From an optimization exercise on the open Yosys and OpenROAD flow, aimed at small area; shortcuts taken in it are not production practice.
In this exercise RTL edits were held to simulation tests only and were not proved equivalent to the original.
Power figures rest on the tool's default switching activity, not on a simulated workload.

==> inputs of v21 <==
==> flow/design.v (excerpt) <==
module Segway(clk,RST_n,INERT_SS_n,INERT_MOSI,
              INERT_SCLK,INERT_MISO,A2D_SS_n,A2D_MOSI,A2D_SCLK,
              A2D_MISO,PWM_rev_rght,PWM_frwrd_rght,PWM_rev_lft,
              PWM_frwrd_lft,INT,RX);
==> module balance_cntrl, before the edit <==
module balance_cntrl(clk,rst_n,vld,ptch,ld_cell_diff,lft_spd,lft_rev,
                     rght_spd,rght_rev,rider_off,en_steer,pwr_up);
  input clk,rst_n;
  input vld;
  input [15:0] ptch;
  input [8:0] ld_cell_diff;       
  input rider_off;
  input en_steer;
  input pwr_up;
  output [10:0] lft_spd;
  output lft_rev;
  output [10:0] rght_spd;
  output rght_rev;
  logic [17:0] integrator;
  logic [9:0] tempI, prev_ptch_err;
  wire [9:0] err = ptch[15] ? (&ptch[14:9] ? ptch[9:0] : 10'h200)
                            : (|ptch[14:9] ? 10'h1FF : ptch[9:0]);
  wire [17:0] isum;
  rc_add #(18) ai(.a(integrator), .b({{8{err[9]}}, err}), .ci(1'b0), .s(isum), .co());
  wire ov = (err[9] == integrator[17]) & (err[9] != isum[17]);
  always_ff @(posedge clk, negedge rst_n)
    if (!rst_n)
      integrator <= 18'h0;
    else if (rider_off | ~pwr_up)
      integrator <= 18'h0;
    else if (vld & ~ov)
      integrator <= isum;
  always_ff @(posedge clk, negedge rst_n)
    if (!rst_n) begin
      tempI <= 10'h0;
      prev_ptch_err <= 10'h0;
    end else if (vld) begin
      tempI <= err;
      prev_ptch_err <= tempI;
    end
  wire [9:0] dd;
  rc_add #(10) ad(.a(err), .b(~prev_ptch_err), .ci(1'b1), .s(dd), .co());
  wire [6:0] dsat = (dd[9] & ~&dd[8:6]) ? 7'h40 : (~dd[9] & |dd[8:6]) ? 7'h3F : dd[6:0];
  wire [15:0] ds = {{9{dsat[6]}}, dsat};
  wire [15:0] es = {{6{err[9]}}, err};
  wire [15:0] p14, pi, cs_s, cs_c, pid;
  rc_add #(16) ap(.a(es << 4), .b(~(es << 1)), .ci(1'b1), .s(p14), .co());
  rc_add #(16) aq(.a(p14), .b(integrator[17:2]), .ci(1'b0), .s(pi), .co());
  wire [15:0] d4 = ds << 2, d16 = ds << 4;
  assign cs_s = pi ^ d4 ^ d16;
  assign cs_c = (pi & d4) | (d16 & (pi ^ d4));
  rc_add #(16) ar(.a(cs_s), .b({cs_c[14:0], 1'b0}), .ci(1'b0), .s(pid), .co());
  wire [15:0] st = en_steer ? {{7{ld_cell_diff[8]}}, ld_cell_diff} : 16'h0;
  wire [15:0] lt, rt;
  rc_add #(16) al(.a(pid), .b(~st), .ci(1'b1), .s(lt), .co());
  rc_add #(16) ab(.a(pid), .b(st), .ci(1'b0), .s(rt), .co());
  shape shl(.t(lt), .pwr_up(pwr_up), .spd(lft_spd), .rev(lft_rev));
  shape shr(.t(rt), .pwr_up(pwr_up), .spd(rght_spd), .rev(rght_rev));
endmodule
==> module shape, before the edit <==
module shape(input [15:0] t, input pwr_up, output [10:0] spd, output rev);
  wire neg = t[15];
  wire [15:0] x = t ^ {16{neg}};                      
  wire big = |x[15:11];
  wire ge_sat, ge_lo, rv_x;
  rc_ge #(11) c1(.a(x[10:0]), .b(neg ? 11'd1067 : 11'd1068), .ge(ge_sat));
  rc_ge #(7) c2(.a(x[6:0]), .b(neg ? 7'd69 : 7'd70), .ge(ge_lo));
  rc_ge #(15) c3(.a(x[14:0]), .b(15'd31788), .ge(rv_x));     
  wire sat = big | ge_sat;                            
  wire sml = ~big & ~|x[10:7] & ~ge_lo;               
  wire [6:0] a7;
  rc_inc #(7) ia(.a(x[6:0]), .ci(neg), .s(a7), .co());
  wire [10:0] opa = sml ? {a7, 4'h0} : x[10:0];
  wire [10:0] opb = sml ? ~{4'h0, a7} : 11'd980;
  wire [10:0] sum;
  rc_add #(11) am(.a(opa), .b(opb), .ci(sml | neg), .s(sum), .co());
  assign spd = pwr_up ? (sum | {11{sat}}) : 11'h0;
  assign rev = neg ^ rv_x;
endmodule
==> flow/config.mk <==
export PLATFORM = sky130hd
export DESIGN_NAME = Segway
export DESIGN_NICKNAME = Segway
export VERILOG_FILES = /design/flow/design.v
export SDC_FILE = /design/flow/constraint.sdc
export NUM_CORES = 4
export LEC_CHECK = 0
export CAP_MARGIN = 20
export CORE_MARGIN = 2
export CORE_UTILIZATION = 60
export CTS_BUF_LIST = sky130_fd_sc_hd__clkbuf_8
export GPL_TIMING_DRIVEN = 0
export PLACE_DENSITY = 0.75
export SLEW_MARGIN = 20
==> flow/constraint.sdc <==
create_clock -name core_clock -period 16.0 [get_ports {clk}]
set_input_delay 3.2000 -clock core_clock [delete_from_list [all_inputs] [get_ports {clk}]]
set_output_delay 3.2000 -clock core_clock [all_outputs]
set_load 0.01 [all_outputs]
standard.sh (not shown) runs the stock make flow with config.mk's settings and CLKGATE_MAP_FILE= SYNTH_SCRIPT=/design/flow/synth_recipe.tcl, a recipe that flattens the netlist after the stock synthesis.
==> flow/flow/run.sh <==
#!/bin/bash
# Standard layout flow; only the clock tree options differ: no dummy loads
# are added to balance the clock tree, and leaf buffers are clkbuf_8.
set -e
export CTS_ARGS="-sink_clustering_enable -repair_clock_nets -dont_use_dummy_load -buf_list sky130_fd_sc_hd__clkbuf_8 -sink_clustering_size 16 -sink_clustering_max_diameter 60"
bash standard.sh > standard.log 2>&1
==> inputs of v16, as changes to v21 <==
--- a/flow/design.v
+++ b/flow/design.v
@@ -358,48 +358,48 @@
       tempI <= err;
       prev_ptch_err <= tempI;
     end
   wire [9:0] dd;
   rc_add #(10) ad(.a(err), .b(~prev_ptch_err), .ci(1'b1), .s(dd), .co());
   wire [6:0] dsat = (dd[9] & ~&dd[8:6]) ? 7'h40 : (~dd[9] & |dd[8:6]) ? 7'h3F : dd[6:0];
   wire [15:0] ds = {{9{dsat[6]}}, dsat};
   wire [15:0] es = {{6{err[9]}}, err};
-  wire [15:0] p14, pi, cs_s, cs_c, pid;
+  wire [15:0] p14, d20, pd, pid;
   rc_add #(16) ap(.a(es << 4), .b(~(es << 1)), .ci(1'b1), .s(p14), .co());
-  rc_add #(16) aq(.a(p14), .b(integrator[17:2]), .ci(1'b0), .s(pi), .co());
-  wire [15:0] d4 = ds << 2, d16 = ds << 4;
-  assign cs_s = pi ^ d4 ^ d16;
-  assign cs_c = (pi & d4) | (d16 & (pi ^ d4));
-  rc_add #(16) ar(.a(cs_s), .b({cs_c[14:0], 1'b0}), .ci(1'b0), .s(pid), .co());
+  rc_add #(16) aq(.a(ds << 4), .b(ds << 2), .ci(1'b0), .s(d20), .co());
+  rc_add #(16) ar(.a(p14), .b(d20), .ci(1'b0), .s(pd), .co());
+  rc_add #(16) as(.a(pd), .b(integrator[17:2]), .ci(1'b0), .s(pid), .co());
   wire [15:0] st = en_steer ? {{7{ld_cell_diff[8]}}, ld_cell_diff} : 16'h0;
   wire [15:0] lt, rt;
   rc_add #(16) al(.a(pid), .b(~st), .ci(1'b1), .s(lt), .co());
   rc_add #(16) ab(.a(pid), .b(st), .ci(1'b0), .s(rt), .co());
   shape shl(.t(lt), .pwr_up(pwr_up), .spd(lft_spd), .rev(lft_rev));
   shape shr(.t(rt), .pwr_up(pwr_up), .spd(rght_spd), .rev(rght_rev));
 endmodule
 module shape(input [15:0] t, input pwr_up, output [10:0] spd, output rev);
   wire neg = t[15];
-  wire [15:0] x = t ^ {16{neg}};                      
-  wire big = |x[15:11];
-  wire ge_sat, ge_lo, rv_x;
-  rc_ge #(11) c1(.a(x[10:0]), .b(neg ? 11'd1067 : 11'd1068), .ge(ge_sat));
-  rc_ge #(7) c2(.a(x[6:0]), .b(neg ? 7'd69 : 7'd70), .ge(ge_lo));
-  rc_ge #(15) c3(.a(x[14:0]), .b(15'd31788), .ge(rv_x));     
-  wire sat = big | ge_sat;                            
-  wire sml = ~big & ~|x[10:7] & ~ge_lo;               
-  wire [6:0] a7;
-  rc_inc #(7) ia(.a(x[6:0]), .ci(neg), .s(a7), .co());
-  wire [10:0] opa = sml ? {a7, 4'h0} : x[10:0];
-  wire [10:0] opb = sml ? ~{4'h0, a7} : 11'd980;
-  wire [10:0] sum;
-  rc_add #(11) am(.a(opa), .b(opb), .ci(sml | neg), .s(sum), .co());
-  assign spd = pwr_up ? (sum | {11{sat}}) : 11'h0;
-  assign rev = neg ^ rv_x;
+  wire [15:0] x = t ^ {16{neg}};
+  wire [10:0] a;
+  wire co;
+  rc_inc #(11) ia(.a(x[10:0]), .ci(neg), .s(a), .co(co));
+  wire big = (|x[15:11]) | co;                        
+  wire ge70, ge1068, rv_n, rv_p;
+  rc_ge #(7) c1(.a(a[6:0]), .b(7'd70), .ge(ge70));
+  rc_ge #(11) c2(.a(a), .b(11'd1068), .ge(ge1068));
+  rc_ge #(15) c3(.a(t[14:0]), .b(15'h03D4), .ge(rv_n));
+  rc_ge #(15) c4(.a(t[14:0]), .b(15'h7C2C), .ge(rv_p));
+  wire sml = ~big & ~|a[10:7] & ~ge70;
+  wire sat = big | ge1068;
+  wire [10:0] m15, m980;
+  rc_add #(11) am(.a({a[6:0], 4'h0}), .b(~{4'h0, a[6:0]}), .ci(1'b1), .s(m15), .co());
+  rc_add #(11) an(.a(a), .b(11'd980), .ci(1'b0), .s(m980), .co());
+  wire [10:0] raw = sat ? 11'h7FF : sml ? m15 : m980;
+  assign spd = pwr_up ? raw : 11'h0;
+  assign rev = neg ? rv_n : rv_p;
 endmodule
 module steer_en(clk,rst_n,lft_ld,rght_ld,en_steer,rider_off,ld_cell_diff);
   input clk;
   input rst_n;
   input [11:0] lft_ld;
   input [11:0] rght_ld;
   output logic en_steer;
   output logic rider_off;
==> flow/flow/run.sh (replaced) <==
#!/bin/bash
# Standard layout flow; only the clock tree options differ: no dummy loads
# are added to balance the clock tree, and leaf buffers are clkbuf_8.
set -e
export CTS_ARGS="-sink_clustering_enable -repair_clock_nets -dont_use_dummy_load -buf_list sky130_fd_sc_hd__clkbuf_8"
bash standard.sh > standard.log 2>&1
==> inputs of v8, as changes to v21 <==
--- a/flow/design.v
+++ b/flow/design.v
@@ -149,65 +149,49 @@
   always_ff @(posedge clk, negedge rst_n)
     if (!rst_n)
       SS_n <= 1'b1;
     else if (SS_n) begin
       if (wrt) SS_n <= 1'b0;
     end else if (last)
       SS_n <= 1'b1;
 endmodule
-module inertial_integrator(clk,rst_n,vld,rd_lo,n_rt_lo,n_rt_hi,n_AZ,p,j,fus_go,ptch);
-  input clk,rst_n,vld,rd_lo;
-  input [7:0] n_rt_lo, n_rt_hi;
-  input [15:0] n_AZ;
+module inertial_integrator(clk,rst_n,vld,ptch_rt,AZ,p,j,fus_go,ptch);
+  input clk,rst_n,vld;
+  input [15:0] ptch_rt, AZ;
   input [4:0] p, j;
   input fus_go;
   output [15:0] ptch;
   logic [26:0] ptch_int;
   assign ptch = ptch_int[26:11];
-  logic k1, k2;
-  wire [7:0] lo, lsum;
-  wire lc, lk;
-  rc_add #(8) a0(.a(n_rt_lo), .b(8'hC2), .ci(1'b0), .s(lo), .co(lc));
-  rc_add #(8) a1(.a(ptch_int[7:0]), .b(lo), .ci(1'b1), .s(lsum), .co(lk));
-  always_ff @(posedge clk)
-    if (rd_lo) begin
-      k1 <= lc;
-      k2 <= lk;
-    end
-  always_ff @(posedge clk, negedge rst_n)
-    if (!rst_n)
-      ptch_int[7:0] <= 8'h0;
-    else if (rd_lo)
-      ptch_int[7:0] <= lsum;
   logic [7:0] dl;           
   logic [2:0] cy;           
   logic cx;                 
   logic fus;
   wire init = p[4];                          
-  wire az = ~n_AZ[j[3:0]];
+  wire az = AZ[j[3:0]];
   wire kb = (j == 5'd7) | (j == 5'd8);
   wire xj = j[4] ? dl[0] : (az ^ kb ^ cx);   
   wire cxn = (az & kb) | (cx & (az ^ kb));
   reg yb;                                    
   always_comb
     if (j < 5'd13)
       yb = 1'b0;
     else if (j > 5'd28)
       yb = ~ptch[15];
     else
       yb = ~ptch[j[3:0] + 4'd3];
   wire s1 = xj ^ dl[0] ^ dl[1];
-  wire k1s = (xj & dl[0]) | (dl[1] & (xj ^ dl[0]));
+  wire k1 = (xj & dl[0]) | (dl[1] & (xj ^ dl[0]));
   wire s2 = dl[5] ^ dl[7] ^ yb;
-  wire k2s = (dl[5] & dl[7]) | (yb & (dl[5] ^ dl[7]));
+  wire k2 = (dl[5] & dl[7]) | (yb & (dl[5] ^ dl[7]));
   wire ob = s1 ^ s2 ^ cy[0];
   wire k3 = (s1 & s2) | (cy[0] & (s1 ^ s2));
-  wire s4 = k1s ^ k2s ^ k3;
-  wire k4 = (k1s & k2s) | (k3 & (k1s ^ k2s));
+  wire s4 = k1 ^ k2 ^ k3;
+  wire k4 = (k1 & k2) | (k3 & (k1 ^ k2));
   wire h0 = s4 ^ cy[1];
   wire k5 = s4 & cy[1];
   wire f1 = k4 ^ k5 ^ cy[2];
   wire k6 = (k4 & k5) | (cy[2] & (k4 ^ k5));
   always_ff @(posedge clk)
     if (init) begin
       dl <= 8'h0;
       cy <= 3'h0;
@@ -215,36 +199,36 @@
     end else begin
       dl <= {dl[6:0], xj};
       cy <= {k6, f1, h0};
       cx <= cxn;
     end
   always_ff @(posedge clk)
     if (fus_go & (p == 5'd0) & (&j))
       fus <= ~ob;
-  wire [7:0] nh;
-  rc_add #(8) a5(.a(n_rt_hi), .b(8'h03), .ci(k1), .s(nh), .co());
-  wire [8:0] e;
-  rc_add #(9) a6(.a({nh[7], nh}), .b(fus ? 9'h002 : 9'h1FE), .ci(1'b0), .s(e), .co());
-  wire [18:0] nxt;
-  rc_add #(19) a7(.a(ptch_int[26:8]), .b({{10{e[8]}}, e}), .ci(k2), .s(nxt), .co());
+  wire [15:0] c;
+  rc_add #(16) a5(.a(ptch_rt), .b(16'hFC3E), .ci(1'b0), .s(c), .co());
+  wire [16:0] e;
+  rc_add #(17) a6(.a(~{c[15], c}), .b(fus ? 17'h00201 : 17'h1FE01), .ci(1'b0), .s(e), .co());
+  wire [26:0] nxt;
+  rc_add #(27) a7(.a(ptch_int), .b({{10{e[16]}}, e}), .ci(1'b0), .s(nxt), .co());
   always_ff @(posedge clk, negedge rst_n)
     if (!rst_n)
-      ptch_int[26:8] <= 19'h0;
+      ptch_int <= 27'h0;
     else if (vld)
-      ptch_int[26:8] <= nxt;
+      ptch_int <= nxt;
 endmodule
 module inert_intf(clk,rst_n,tmr,vld,ptch,SS_n,SCLK,MOSI,MISO,INT);
   input clk,rst_n;
   input [15:0] tmr;                
   input MISO,INT;
   output logic vld;
   output SS_n,SCLK,MOSI;
   output [15:0] ptch;
-  logic [7:0] hold_pitchH, hold_AZH;      
+  logic [7:0] hold_pitchL, hold_pitchH, hold_AZH;
   logic INT_ff1, INT_ff2;
   logic wrt, done;
   logic rd_ptchL, rd_ptchH, rd_AZL, rd_AZH;
   logic MISO_smpl;
   logic [7:0] rx;                  
   logic [3:0] txi;                 
   logic smpl, shft;
   logic [15:0] cmd;
@@ -259,19 +243,19 @@
                  .smpl(smpl), .shft(shft));
   assign done = SS_n;
   always_ff @(posedge clk)
     if (smpl) MISO_smpl <= MISO;
   wire [3:0] txi_inc;
   rc_inc #(4) itx(.a(txi), .ci(1'b1), .s(txi_inc), .co());
   always_ff @(posedge clk)
     if (wrt & ~SS_n)
-      rx <= 8'hFF;
+      rx <= 8'h00;
     else if (shft)
-      rx <= {rx[6:0], ~MISO_smpl};
+      rx <= {rx[6:0], MISO_smpl};
   always_ff @(posedge clk)
     if (wrt)
       txi <= 4'h0;
     else if (shft)
       txi <= txi_inc;
   always_comb
     case (state)
       INIT2: cmd = 16'h0D02;
@@ -279,21 +263,23 @@
       INIT4: cmd = 16'h1150;
       WAIT:  cmd = 16'h1460;
       READ1: cmd = 16'hA200;
       READ2: cmd = 16'hA300;
       READ3: cmd = 16'hAC00;
       default: cmd = 16'hAD00;
     endcase
   assign MOSI = cmd[~txi];
-  always_ff @(posedge clk)
+  always_ff @(posedge clk) begin
+    if (rd_ptchL) hold_pitchL <= rx;
     if (rd_ptchH) hold_pitchH <= rx;
+  end
   always_ff @(posedge clk, negedge rst_n)
     if (!rst_n)
-      hold_AZH <= 8'hFF;
+      hold_AZH <= 8'h00;
     else if (rd_AZH)
       hold_AZH <= rx;
   always_ff @(posedge clk, negedge rst_n)
     if (!rst_n)
       state <= INIT1;
     else
       state <= nextState;
   wire t10 = &tmr[9:0];
@@ -314,18 +300,18 @@
       READ1: if (done) begin rd_ptchL = 1; wrt = 1; nextState = READ2; end
       READ2: if (done) begin rd_ptchH = 1; wrt = 1; nextState = READ3; end
       READ3: if (done) begin rd_AZL = 1; wrt = 1; nextState = READ4; end
       READ4: if (done) begin rd_AZH = 1; vld = 1; nextState = WAIT; end
       default: nextState = INIT1;
     endcase
   end
   wire fus_go = (state == READ4) & ~SS_n;
-  inertial_integrator integrator_DUT(.clk(clk), .rst_n(rst_n), .vld(vld), .rd_lo(rd_ptchL),
-      .n_rt_lo(rx), .n_rt_hi(hold_pitchH), .n_AZ({hold_AZH,rx}), .p(p), .j(sc), .fus_go(fus_go),
+  inertial_integrator integrator_DUT(.clk(clk), .rst_n(rst_n), .vld(vld),
+      .ptch_rt({hold_pitchH,hold_pitchL}), .AZ({hold_AZH,rx}), .p(p), .j(sc), .fus_go(fus_go),
       .ptch(ptch));
 endmodule
 module balance_cntrl(clk,rst_n,vld,ptch,ld_cell_diff,lft_spd,lft_rev,
                      rght_spd,rght_rev,rider_off,en_steer,pwr_up);
   input clk,rst_n;
   input vld;
   input [15:0] ptch;
   input [8:0] ld_cell_diff;       
@@ -358,48 +344,48 @@
       tempI <= err;
       prev_ptch_err <= tempI;
     end
   wire [9:0] dd;
   rc_add #(10) ad(.a(err), .b(~prev_ptch_err), .ci(1'b1), .s(dd), .co());
   wire [6:0] dsat = (dd[9] & ~&dd[8:6]) ? 7'h40 : (~dd[9] & |dd[8:6]) ? 7'h3F : dd[6:0];
   wire [15:0] ds = {{9{dsat[6]}}, dsat};
   wire [15:0] es = {{6{err[9]}}, err};
-  wire [15:0] p14, pi, cs_s, cs_c, pid;
+  wire [15:0] p14, d20, pd, pid;
   rc_add #(16) ap(.a(es << 4), .b(~(es << 1)), .ci(1'b1), .s(p14), .co());
-  rc_add #(16) aq(.a(p14), .b(integrator[17:2]), .ci(1'b0), .s(pi), .co());
-  wire [15:0] d4 = ds << 2, d16 = ds << 4;
-  assign cs_s = pi ^ d4 ^ d16;
-  assign cs_c = (pi & d4) | (d16 & (pi ^ d4));
-  rc_add #(16) ar(.a(cs_s), .b({cs_c[14:0], 1'b0}), .ci(1'b0), .s(pid), .co());
+  rc_add #(16) aq(.a(ds << 4), .b(ds << 2), .ci(1'b0), .s(d20), .co());
+  rc_add #(16) ar(.a(p14), .b(d20), .ci(1'b0), .s(pd), .co());
+  rc_add #(16) as(.a(pd), .b(integrator[17:2]), .ci(1'b0), .s(pid), .co());
   wire [15:0] st = en_steer ? {{7{ld_cell_diff[8]}}, ld_cell_diff} : 16'h0;
   wire [15:0] lt, rt;
   rc_add #(16) al(.a(pid), .b(~st), .ci(1'b1), .s(lt), .co());
   rc_add #(16) ab(.a(pid), .b(st), .ci(1'b0), .s(rt), .co());
   shape shl(.t(lt), .pwr_up(pwr_up), .spd(lft_spd), .rev(lft_rev));
   shape shr(.t(rt), .pwr_up(pwr_up), .spd(rght_spd), .rev(rght_rev));
 endmodule
 module shape(input [15:0] t, input pwr_up, output [10:0] spd, output rev);
   wire neg = t[15];
-  wire [15:0] x = t ^ {16{neg}};                      
-  wire big = |x[15:11];
-  wire ge_sat, ge_lo, rv_x;
-  rc_ge #(11) c1(.a(x[10:0]), .b(neg ? 11'd1067 : 11'd1068), .ge(ge_sat));
-  rc_ge #(7) c2(.a(x[6:0]), .b(neg ? 7'd69 : 7'd70), .ge(ge_lo));
-  rc_ge #(15) c3(.a(x[14:0]), .b(15'd31788), .ge(rv_x));     
-  wire sat = big | ge_sat;                            
-  wire sml = ~big & ~|x[10:7] & ~ge_lo;               
-  wire [6:0] a7;
-  rc_inc #(7) ia(.a(x[6:0]), .ci(neg), .s(a7), .co());
-  wire [10:0] opa = sml ? {a7, 4'h0} : x[10:0];
-  wire [10:0] opb = sml ? ~{4'h0, a7} : 11'd980;
-  wire [10:0] sum;
-  rc_add #(11) am(.a(opa), .b(opb), .ci(sml | neg), .s(sum), .co());
-  assign spd = pwr_up ? (sum | {11{sat}}) : 11'h0;
-  assign rev = neg ^ rv_x;
+  wire [15:0] x = t ^ {16{neg}};
+  wire [10:0] a;
+  wire co;
+  rc_inc #(11) ia(.a(x[10:0]), .ci(neg), .s(a), .co(co));
+  wire big = (|x[15:11]) | co;                        
+  wire ge70, ge1068, rv_n, rv_p;
+  rc_ge #(7) c1(.a(a[6:0]), .b(7'd70), .ge(ge70));
+  rc_ge #(11) c2(.a(a), .b(11'd1068), .ge(ge1068));
+  rc_ge #(15) c3(.a(t[14:0]), .b(15'h03D4), .ge(rv_n));
+  rc_ge #(15) c4(.a(t[14:0]), .b(15'h7C2C), .ge(rv_p));
+  wire sml = ~big & ~|a[10:7] & ~ge70;
+  wire sat = big | ge1068;
+  wire [10:0] m15, m980;
+  rc_add #(11) am(.a({a[6:0], 4'h0}), .b(~{4'h0, a[6:0]}), .ci(1'b1), .s(m15), .co());
+  rc_add #(11) an(.a(a), .b(11'd980), .ci(1'b0), .s(m980), .co());
+  wire [10:0] raw = sat ? 11'h7FF : sml ? m15 : m980;
+  assign spd = pwr_up ? raw : 11'h0;
+  assign rev = neg ? rv_n : rv_p;
 endmodule
 module steer_en(clk,rst_n,lft_ld,rght_ld,en_steer,rider_off,ld_cell_diff);
   input clk;
   input rst_n;
   input [11:0] lft_ld;
   input [11:0] rght_ld;
   output logic en_steer;
   output logic rider_off;
@@ -631,12 +617,12 @@
   end endgenerate
   assign co = c[N];
 endmodule
 module rc_ge #(parameter N = 8) (input [N-1:0] a, input [N-1:0] b, output ge);
   wire [N:0] c;
   assign c[0] = 1'b1;
   genvar i;
   generate for (i = 0; i < N; i = i + 1) begin : g
-    assign c[i+1] = (a[i] & ~b[i]) | (c[i] & (a[i] | ~b[i]));
+    assign c[i+1] = (a[i] & ~b[i]) | (c[i] & ~(a[i] ^ b[i]));
   end endgenerate
   assign ge = c[N];
 endmodule
==> flow/run.sh (new file) <==
#!/bin/bash
# synth_recipe.tcl (not shown) runs the flow's synth.tcl, then flattens the netlist and writes it again
# the make line also repeats each setting of config.mk as NAME=value (left out here)
make -C /OpenROAD-flow-scripts/flow DESIGN_CONFIG=/design/flow/config.mk WORK_HOME=/design/flow/orfs CLKGATE_MAP_FILE= SYNTH_SCRIPT=/design/flow/synth_recipe.tcl finish
==> flow/config.mk (replaced) <==
export PLATFORM = sky130hd
export DESIGN_NAME = Segway
export DESIGN_NICKNAME = Segway
export VERILOG_FILES = /design/flow/design.v
export SDC_FILE = /design/flow/constraint.sdc
export NUM_CORES = 4
export LEC_CHECK = 0
export CAP_MARGIN = 20
export CORE_MARGIN = 2
export CORE_UTILIZATION = 40
export PLACE_DENSITY = 0.6
export SLEW_MARGIN = 20
removed: flow/flow/run.sh
removed: flow/standard.sh
==> flow_summary.yaml <==
outcome:
  status: "no timing/DRC/antenna violations"
detailed_routing:
  wl_met2_um: 16300
synthesis:
  synth_fa_ha_area_share_pct: 28.7
pwr:
  power-top-group: "registers"
  clkPwrFrac_pct: 41.8
  vdd_ir_drop_max_mv: 0.0586
finish:
  nFlopsAndLatches: 240
critical_path:
  critical_path_arrival_ns: 12.33
  max_stage_delay_ns: 0.61
global_route:
  grt_pass1_vias: 11794
The numbers above come from v16.

==> flow_summary.yaml <==
synthesis:
  synth_fa_ha_area_share_pct: 31.5
outcome:
  status: "no timing/DRC/antenna violations"
global_route:
  grt_pass1_vias: 11176
pwr:
  clkPwrFrac_pct: 53.7
  vdd_ir_drop_max_mv: 0.0610
critical_path:
  critical_path_arrival_ns: 12.15
  max_stage_delay_ns: 0.57
detailed_routing:
  wl_met2_um: 15300
finish:
  nFlopsAndLatches: 246
The numbers above come from v8.

==> flow_summary.yaml <==
critical_path:
  critical_path_arrival_ns: 16.04
  max_stage_delay_ns: 0.51
outcome:
  status: "no timing/DRC/antenna violations"
pwr:
  clkPwrFrac_pct: 34.1
  power-top-group: "registers"
  vdd_ir_drop_max_mv: 0.0706
synthesis:
  synth_fa_ha_area_share_pct: 27.9
detailed_routing:
  wl_met2_um: 16400
The numbers above come from v21.

